Context: an optimization exercise on an open-source flow, tuned for small area, a short achievable clock period and few clock cycles per item. The choices shown serve that exercise and are no tape-out recipe. RTL that was checked went through simulation tests only; none was proved equivalent to the original.

## the reference run
## LASER
module LASER (
input CLK,
input RST,
input [3:0] X,
input [3:0] Y,
output reg [3:0] C1X,
output reg [3:0] C1Y,
output reg [3:0] C2X,
output reg [3:0] C2Y,
output reg DONE);
For scale: ~7100 cells after synthesis, ~550 flip-flops, roughly 27 I/O pins, about 64000 sq um of cells after synthesis.
make LEC_CHECK=0 CAP_MARGIN=20 CORE_MARGIN=2 CORE_UTILIZATION=40 SLEW_MARGIN=20 finish   # period 6.0 ns
run.sh (not shown) runs the stock make flow with config.mk's settings and CLKGATE_MAP_FILE= SYNTH_SCRIPT=/design/flow/synth_recipe.tcl, a recipe that flattens the netlist after the stock synthesis.
Here is what was changed in the inputs of the trial run compared with the reference run.
diff --git a/flow/design.v b/flow/design.v
--- a/flow/design.v
+++ b/flow/design.v
@@ -4,19 +4,19 @@
 input [3:0] X,
 input [3:0] Y,
 output reg [3:0] C1X,
 output reg [3:0] C1Y,
 output reg [3:0] C2X,
 output reg [3:0] C2Y,
 output reg DONE);
 localparam [10:0] NREAD  = 11'd40;      
 localparam [10:0] LAST1  = 11'd2039;    
-localparam [10:0] LASTC  = 11'd2042;    
+localparam [10:0] LASTC  = 11'd2041;    
 function [9:0] lfsr_step;
   input [9:0] v;
   input integer n;
   integer k;
   begin
     lfsr_step = v;
     for (k = 0; k < n; k = k + 1)
       lfsr_step = {lfsr_step[8:0], lfsr_step[9] ^ lfsr_step[6]};
   end
@@ -24,25 +24,24 @@
 reg  [9:0]  V;
 reg  [10:0] cnt;
 wire        rd    = (cnt < NREAD);
 wire        s1    = ~rd & (cnt <= LAST1);               
 wire        s2    = (cnt > NREAD) & (cnt <= LAST1 + 11'd1);  
 wire        last  = (cnt == LASTC);
 wire [9:0]  V1    = lfsr_step(V, 1);
 wire [9:0]  V42   = lfsr_step(V, 42);
 wire [9:0]  VD    = lfsr_step(V, 41);      
-wire [9:0]  Vn    = s1 ? V42 : last ? V : V1;    
 always @(posedge CLK) begin
   if (RST) begin
     V   <= 10'h1;
     cnt <= 11'd0;
   end else begin
-    V   <= Vn;
+    V   <= s1 ? V42 : V1;
     cnt <= last ? 11'd0 : cnt + 11'd1;
   end
 end
 always @(posedge CLK) begin
   if (RST) DONE <= 1'b0;
   else     DONE <= (cnt == LASTC - 11'd1);
 end
 reg [7:0] P [0:39];
 integer i;
@@ -105,36 +104,34 @@
   input [15:0] t;
   begin
     cov2 = cov1(p[7:4], p[3:0], t[15:12], t[11:8]) | cov1(p[7:4], p[3:0], t[7:4], t[3:0]);
   end
 endfunction
 localparam [15:0] INIT = {4'd0, 4'd0, 4'd8, 4'd8};
 reg        dec;                
 reg [15:0] Ar, Br;             
 reg [15:0] T2, X2;             
-reg [15:0] MA1, MA2, MB1, MB2;  
 reg [5:0]  prev, best;
 reg        rndr;               
 wire [15:0] tp  = dec ? Ar : Br;           
 wire [15:0] xp  = dec ? T2 : X2;           
-wire [15:0] A   = dec ? MA1 : MA2;         
-wire [15:0] B   = dec ? MB1 : MB2;         
+wire [15:0] mA1 = mv4(Ar, V);
+wire [15:0] mA2 = mv4(Br, V);
+wire [15:0] mB1 = mv4(T2, V);
+wire [15:0] mB2 = mv4(X2, V);
+wire [15:0] A   = dec ? mA1 : mA2;         
+wire [15:0] B   = dec ? mB1 : mB2;         
 always @(posedge CLK) begin
   if (rd) begin
     Ar <= INIT; Br <= INIT; T2 <= INIT; X2 <= INIT;
   end else begin
     Ar <= A; Br <= B; T2 <= tp; X2 <= xp;
   end
-  if (rd) begin
-    MA1 <= mv4(INIT, Vn); MA2 <= mv4(INIT, Vn); MB1 <= mv4(INIT, Vn); MB2 <= mv4(INIT, Vn);
-  end else begin
-    MA1 <= mv4(A, Vn); MA2 <= mv4(B, Vn); MB1 <= mv4(tp, Vn); MB2 <= mv4(xp, Vn);
-  end
   rndr <= (VD < 10'd150);
 end
 reg [39:0] hitA, hitB;
 integer j;
 always @(*)
   for (j = 0; j < 40; j = j + 1) begin
     hitA[j] = cov2(P[j], A);
     hitB[j] = cov2(P[j], B);
   end
@@ -340,37 +337,30 @@
     k = (a & b) | (a & ~r) | (b & ~r);
     t = {1'b0, s} + {k, 1'b0};
     gt3 = t[6];
   end
 endfunction
 wire [5:0] cntA = caA + cbA;
 wire [5:0] cntB = caB + cbB;
 wire [5:0] cov  = dec ? cntA : cntB;
 wire       acc  = (dec ? gt3(caA, cbA, prev) : gt3(caB, cbB, prev)) | rndr;
-reg [5:0]  cov3;               
-reg [15:0] t3;
-reg        s3;
+wire       bet  = dec ? gt3(caA, cbA, best) : gt3(caB, cbB, best);
+wire [15:0] tr  = dec ? Ar : Br;           
 always @(posedge CLK) begin
   dec <= s2 & acc;
-  if (!s2)
+  if (!s2) begin
     prev <= 6'd0;
-  else if (acc)
-    prev <= cov;
-  cov3 <= cov;
-  t3   <= dec ? Ar : Br;
-  s3   <= s2;
-end
-always @(posedge CLK) begin
-  if (rd)
     best <= 6'd0;
-  else if (s3 && cov3 > best)
-    best <= cov3;
+  end else begin
+    if (acc) prev <= cov;
+    if (bet) best <= cov;
+  end
 end
 always @(posedge CLK) begin
   if (RST) begin
     C1X <= 4'd7; C1Y <= 4'd7;
     C2X <= 4'd7; C2Y <= 4'd7;
-  end else if (s3 && cov3 > best) begin
-    {C1X, C1Y, C2X, C2Y} <= t3;
+  end else if (s2 && bet) begin
+    {C1X, C1Y, C2X, C2Y} <= tr;
   end
 end
 endmodule
Notes after the runs:
The trial run against the reference run: met2 demand-to-capacity share in global routing went up 2.4 points; flip-flop and latch count has decreased. Compared to the reference run, the routing of the trial run uses more wire. Sort the reference run and the trial run by proportion of cell area occupied by multi-input gates desc -> top: the trial run. Delta (the trial run minus the reference run): least setup slack across all paths after layout lower, initial antenna violation count higher, instance count of the mapped netlist lower, final critical-path share of the clock period higher, finished layout cell area higher. The trial run: flow complete, layout not clean; failing: setup timing. Routed via count | the trial run below the reference run. The trial run: width of the die is 12 microns lower than what the reference run reported. Compare the reference run and the trial run | growth of design area from synthesis to finish higher: the trial run.
Function was not checked in any run of this note: the RTL went through the layout flow alone.


Q:
LASER, a different RTL version from the one above (not shown whole).
For scale: about 4,200 cells after synthesis, about 510 flip-flops, about 40,000 um^2 of cells after synthesis.
export LEC_CHECK = 0
export CAP_MARGIN = 20
export CORE_MARGIN = 2
export CORE_UTILIZATION = 40
export SETUP_SLACK_MARGIN = 1.5
export SLEW_MARGIN = 20
create_clock -name core_clock -period 6.0 [get_ports {CLK}]
Testbench counts of Q, summed over its fixed seeds: cycles 151,005, items 64.
Edits applied to the flow inputs when going from Q to R:
--- a/flow/design.v
+++ b/flow/design.v
@@ -7,15 +7,15 @@
 output reg [3:0] C1Y,
 output reg [3:0] C2X,
 output reg [3:0] C2Y,
 output reg DONE);
 localparam [5:0]  NREAD  = 6'd40;       
 localparam [10:0] NROUND = 11'd2000;
 localparam [15:0] INIT   = {4'd0, 4'd0, 4'd8, 4'd8};
-localparam NG = 3;                      
+localparam NG = 5;                      
 function [9:0] lfsr_step;
   input [9:0] v;
   input integer n;
   integer k;
   begin
     lfsr_step = v;
     for (k = 0; k < n; k = k + 1)
@@ -181,15 +181,15 @@
     XQ <= Xc;
 end
 reg [39:0] hit;
 reg [15:0] Kg;
 integer j;
 always @(*)
   for (j = 0; j < 40; j = j + 1) begin
-    Kg = redo[j * NG / 40] ? PA : PQ;
+    Kg = redo[j / 8] ? PA : PQ;
     hit[j] = cov2(P[j], Kg);
   end
 wire [5:0] ca, cb;
 wire cs1 = hit[0] ^ hit[1] ^ hit[2];
 wire cs2 = (hit[0] & hit[1]) | (hit[0] & hit[2]) | (hit[1] & hit[2]);
 wire cs3 = hit[3] ^ hit[4] ^ hit[5];
 wire cs4 = (hit[3] & hit[4]) | (hit[3] & hit[5]) | (hit[4] & hit[5]);
Results
- On clock buffer count, the higher figure sits with Q, not R.
- Diff Q -> R: final instance count without filler cells level, routed wire length moved up.
- Q and R ended up with roughly the same clock network area share.
- Note that the count of plain and timing-repair buffers in the layout recorded for Q amounts to 1.16 times the value seen in R.
- Going from Q to R, critical path depth grows by 1.
- The via count reported for R is higher than the one for Q.
- Against Q, R reports a overall track demand over capacity in global routing that is higher.
- Endpoint of the worst setup timing path: pr0 -> R, pr3 -> Q
- Compared with Q, R shows a higher synthesized area.
Only the layout flow was run in R; the RTL was not checked for function there.


Setup of before:
LASER, a different RTL version from the one above (not shown whole).
Size: ~0.061 sq mm of cells after synthesis.
clock: 6.0 ns
lec_check: 0
cap_margin: 20
core_margin: 2
core_utilization: 40
slew_margin: 20
#### Input delta (after over before)
--- a/flow/design.v
+++ b/flow/design.v
@@ -3,46 +3,47 @@
 input RST,
 input [3:0] X,
 input [3:0] Y,
 output reg [3:0] C1X,
 output reg [3:0] C1Y,
 output reg [3:0] C2X,
 output reg [3:0] C2Y,
 output reg DONE);
 localparam [10:0] NREAD  = 11'd40;      
 localparam [10:0] LAST1  = 11'd2039;    
-localparam [10:0] LASTC  = 11'd2041;    
+localparam [10:0] LASTC  = 11'd2042;    
 function [9:0] lfsr_step;
   input [9:0] v;
   input integer n;
   integer k;
   begin
     lfsr_step = v;
     for (k = 0; k < n; k = k + 1)
       lfsr_step = {lfsr_step[8:0], lfsr_step[9] ^ lfsr_step[6]};
   end
 endfunction
 reg  [9:0]  V;
 reg  [10:0] cnt;
 wire        rd    = (cnt < NREAD);
 wire        s1    = ~rd & (cnt <= LAST1);               
 wire        s2    = (cnt > NREAD) & (cnt <= LAST1 + 11'd1);  
 wire        last  = (cnt == LASTC);
 wire [9:0]  V1    = lfsr_step(V, 1);
 wire [9:0]  V42   = lfsr_step(V, 42);
 wire [9:0]  VD    = lfsr_step(V, 41);      
+wire [9:0]  Vn    = s1 ? V42 : last ? V : V1;    
 always @(posedge CLK) begin
   if (RST) begin
     V   <= 10'h1;
     cnt <= 11'd0;
   end else begin
-    V   <= s1 ? V42 : V1;
+    V   <= Vn;
     cnt <= last ? 11'd0 : cnt + 11'd1;
   end
 end
 always @(posedge CLK) begin
   if (RST) DONE <= 1'b0;
   else     DONE <= (cnt == LASTC - 11'd1);
 end
 reg [7:0] P [0:39];
 integer i;
 always @(posedge CLK) begin
@@ -103,36 +104,38 @@
   input [7:0]  p;
   input [15:0] t;
   begin
     cov2 = cov1(p[7:4], p[3:0], t[15:12], t[11:8]) | cov1(p[7:4], p[3:0], t[7:4], t[3:0]);
   end
 endfunction
 localparam [15:0] INIT = {4'd0, 4'd0, 4'd8, 4'd8};
 reg        dec;                
 reg [15:0] Ar, Br;             
 reg [15:0] T2, X2;             
+reg [15:0] MA1, MA2, MB1, MB2;  
 reg [5:0]  prev, best;
 reg        rndr;               
 wire [15:0] tp  = dec ? Ar : Br;           
 wire [15:0] xp  = dec ? T2 : X2;           
-wire [15:0] mA1 = mv4(Ar, V);
-wire [15:0] mA2 = mv4(Br, V);
-wire [15:0] mB1 = mv4(T2, V);
-wire [15:0] mB2 = mv4(X2, V);
-wire [15:0] A   = dec ? mA1 : mA2;         
-wire [15:0] B   = dec ? mB1 : mB2;         
+wire [15:0] A   = dec ? MA1 : MA2;         
+wire [15:0] B   = dec ? MB1 : MB2;         
 always @(posedge CLK) begin
   if (rd) begin
     Ar <= INIT; Br <= INIT; T2 <= INIT; X2 <= INIT;
   end else begin
     Ar <= A; Br <= B; T2 <= tp; X2 <= xp;
   end
+  if (rd) begin
+    MA1 <= mv4(INIT, Vn); MA2 <= mv4(INIT, Vn); MB1 <= mv4(INIT, Vn); MB2 <= mv4(INIT, Vn);
+  end else begin
+    MA1 <= mv4(A, Vn); MA2 <= mv4(B, Vn); MB1 <= mv4(tp, Vn); MB2 <= mv4(xp, Vn);
+  end
   rndr <= (VD < 10'd150);
 end
 reg [39:0] hitA, hitB;
 integer j;
 always @(*)
   for (j = 0; j < 40; j = j + 1) begin
     hitA[j] = cov2(P[j], A);
     hitB[j] = cov2(P[j], B);
   end
 wire [5:0] caA, cbA, caB, cbB;
@@ -360,31 +363,38 @@
     s = a ^ b ^ ~r;
     k = (a & b) | (a & ~r) | (b & ~r);
     t = {1'b0, s} + {k, 1'b0};
     gt3 = t[6];
   end
 endfunction
 wire [5:0] cntA = caA + cbA;
 wire [5:0] cntB = caB + cbB;
 wire [5:0] cov  = dec ? cntA : cntB;
 wire       acc  = (dec ? gt3(caA, cbA, prev) : gt3(caB, cbB, prev)) | rndr;
-wire       bet  = dec ? gt3(caA, cbA, best) : gt3(caB, cbB, best);
-wire [15:0] tr  = dec ? Ar : Br;           
+reg [5:0]  cov3;               
+reg [15:0] t3;
+reg        s3;
 always @(posedge CLK) begin
   dec <= s2 & acc;
-  if (!s2) begin
+  if (!s2)
     prev <= 6'd0;
+  else if (acc)
+    prev <= cov;
+  cov3 <= cov;
+  t3   <= dec ? Ar : Br;
+  s3   <= s2;
+end
+always @(posedge CLK) begin
+  if (rd)
     best <= 6'd0;
-  end else begin
-    if (acc) prev <= cov;
-    if (bet) best <= cov;
-  end
+  else if (s3 && cov3 > best)
+    best <= cov3;
 end
 always @(posedge CLK) begin
   if (RST) begin
     C1X <= 4'd7; C1Y <= 4'd7;
     C2X <= 4'd7; C2Y <= 4'd7;
-  end else if (s2 && bet) begin
-    {C1X, C1Y, C2X, C2Y} <= tr;
+  end else if (s3 && cov3 > best) begin
+    {C1X, C1Y, C2X, C2Y} <= t3;
   end
 end
 endmodule
==> comparison <==
Each of the runs, namely after and before, reached the end of the flow and came out clean. Shortest period the worst path allows was higher in before than in after. In the flow results for after and before, the layout buffer count excluding clock buffers is smaller on after. Buffers inserted during post-CTS setup optimization: after vs before identical. Taking before as the reference point, the total CTS buffers of after rises by about 15%. Fraction of area in multi-input gates is higher on before. In the tables for after and before, global-route met1 utilization reads higher with before. Of the two values seen for highest-delay cell along the critical path, dfxtp_4 was produced by after and fa_1 by before. On final RePlAce weighted congestion, the higher figure sits with after, not before. Going from before to after, register area grows by 0.0017 sq mm. As of after, routed wire length had risen by a few percent compared to before. before → after: smallest setup slack after layout increased 0.31 ns.
No functional check of the RTL was part of any run of this note.

port drivers added, routing unchanged:
Ports are ideal in the flow. The routed layouts listed here were re-timed in OpenROAD. Step 1 (the two cells are an assumption about what drives the block):
set clk [get_ports {CLK}]
set_driving_cell -lib_cell sky130_fd_sc_hd__clkbuf_16 $clk
set_driving_cell -lib_cell sky130_fd_sc_hd__buf_2 [delete_from_list [all_inputs] $clk]
Step 2 times the ports against the registers' clock, not the clock port: input delays grow and output delays shrink by t, the midpoint of the rising clock arrivals with the driver on. a / b / c = ideal ports / drivers / drivers and shift; a / b = the first two.
| run | shift t [ns] | slack for setup (ns) | clock arrival spread, ns | worst data-port slew with drivers (ns) |
|---|---|---|---|---|
| the reference run | 0.753 | 0.331 / 0.331 / 0.331 | 0.060 / 0.060 | 0.04 |
| the trial run | 0.772 | -0.112 / -0.112 / -0.112 | 0.047 / 0.047 | 0.03 |
| Q | 0.740 | 1.598 / 1.598 / 1.598 | 0.049 / 0.049 | 0.04 |
| R | 0.705 | 1.561 / 1.561 / 1.561 | 0.034 / 0.034 | 0.05 |
| before | 0.722 | 0.279 / 0.279 / 0.279 | 0.043 / 0.042 | 0.07 |
| after | 0.778 | 0.588 / 0.588 / 0.588 | 0.090 / 0.089 | 0.04 |
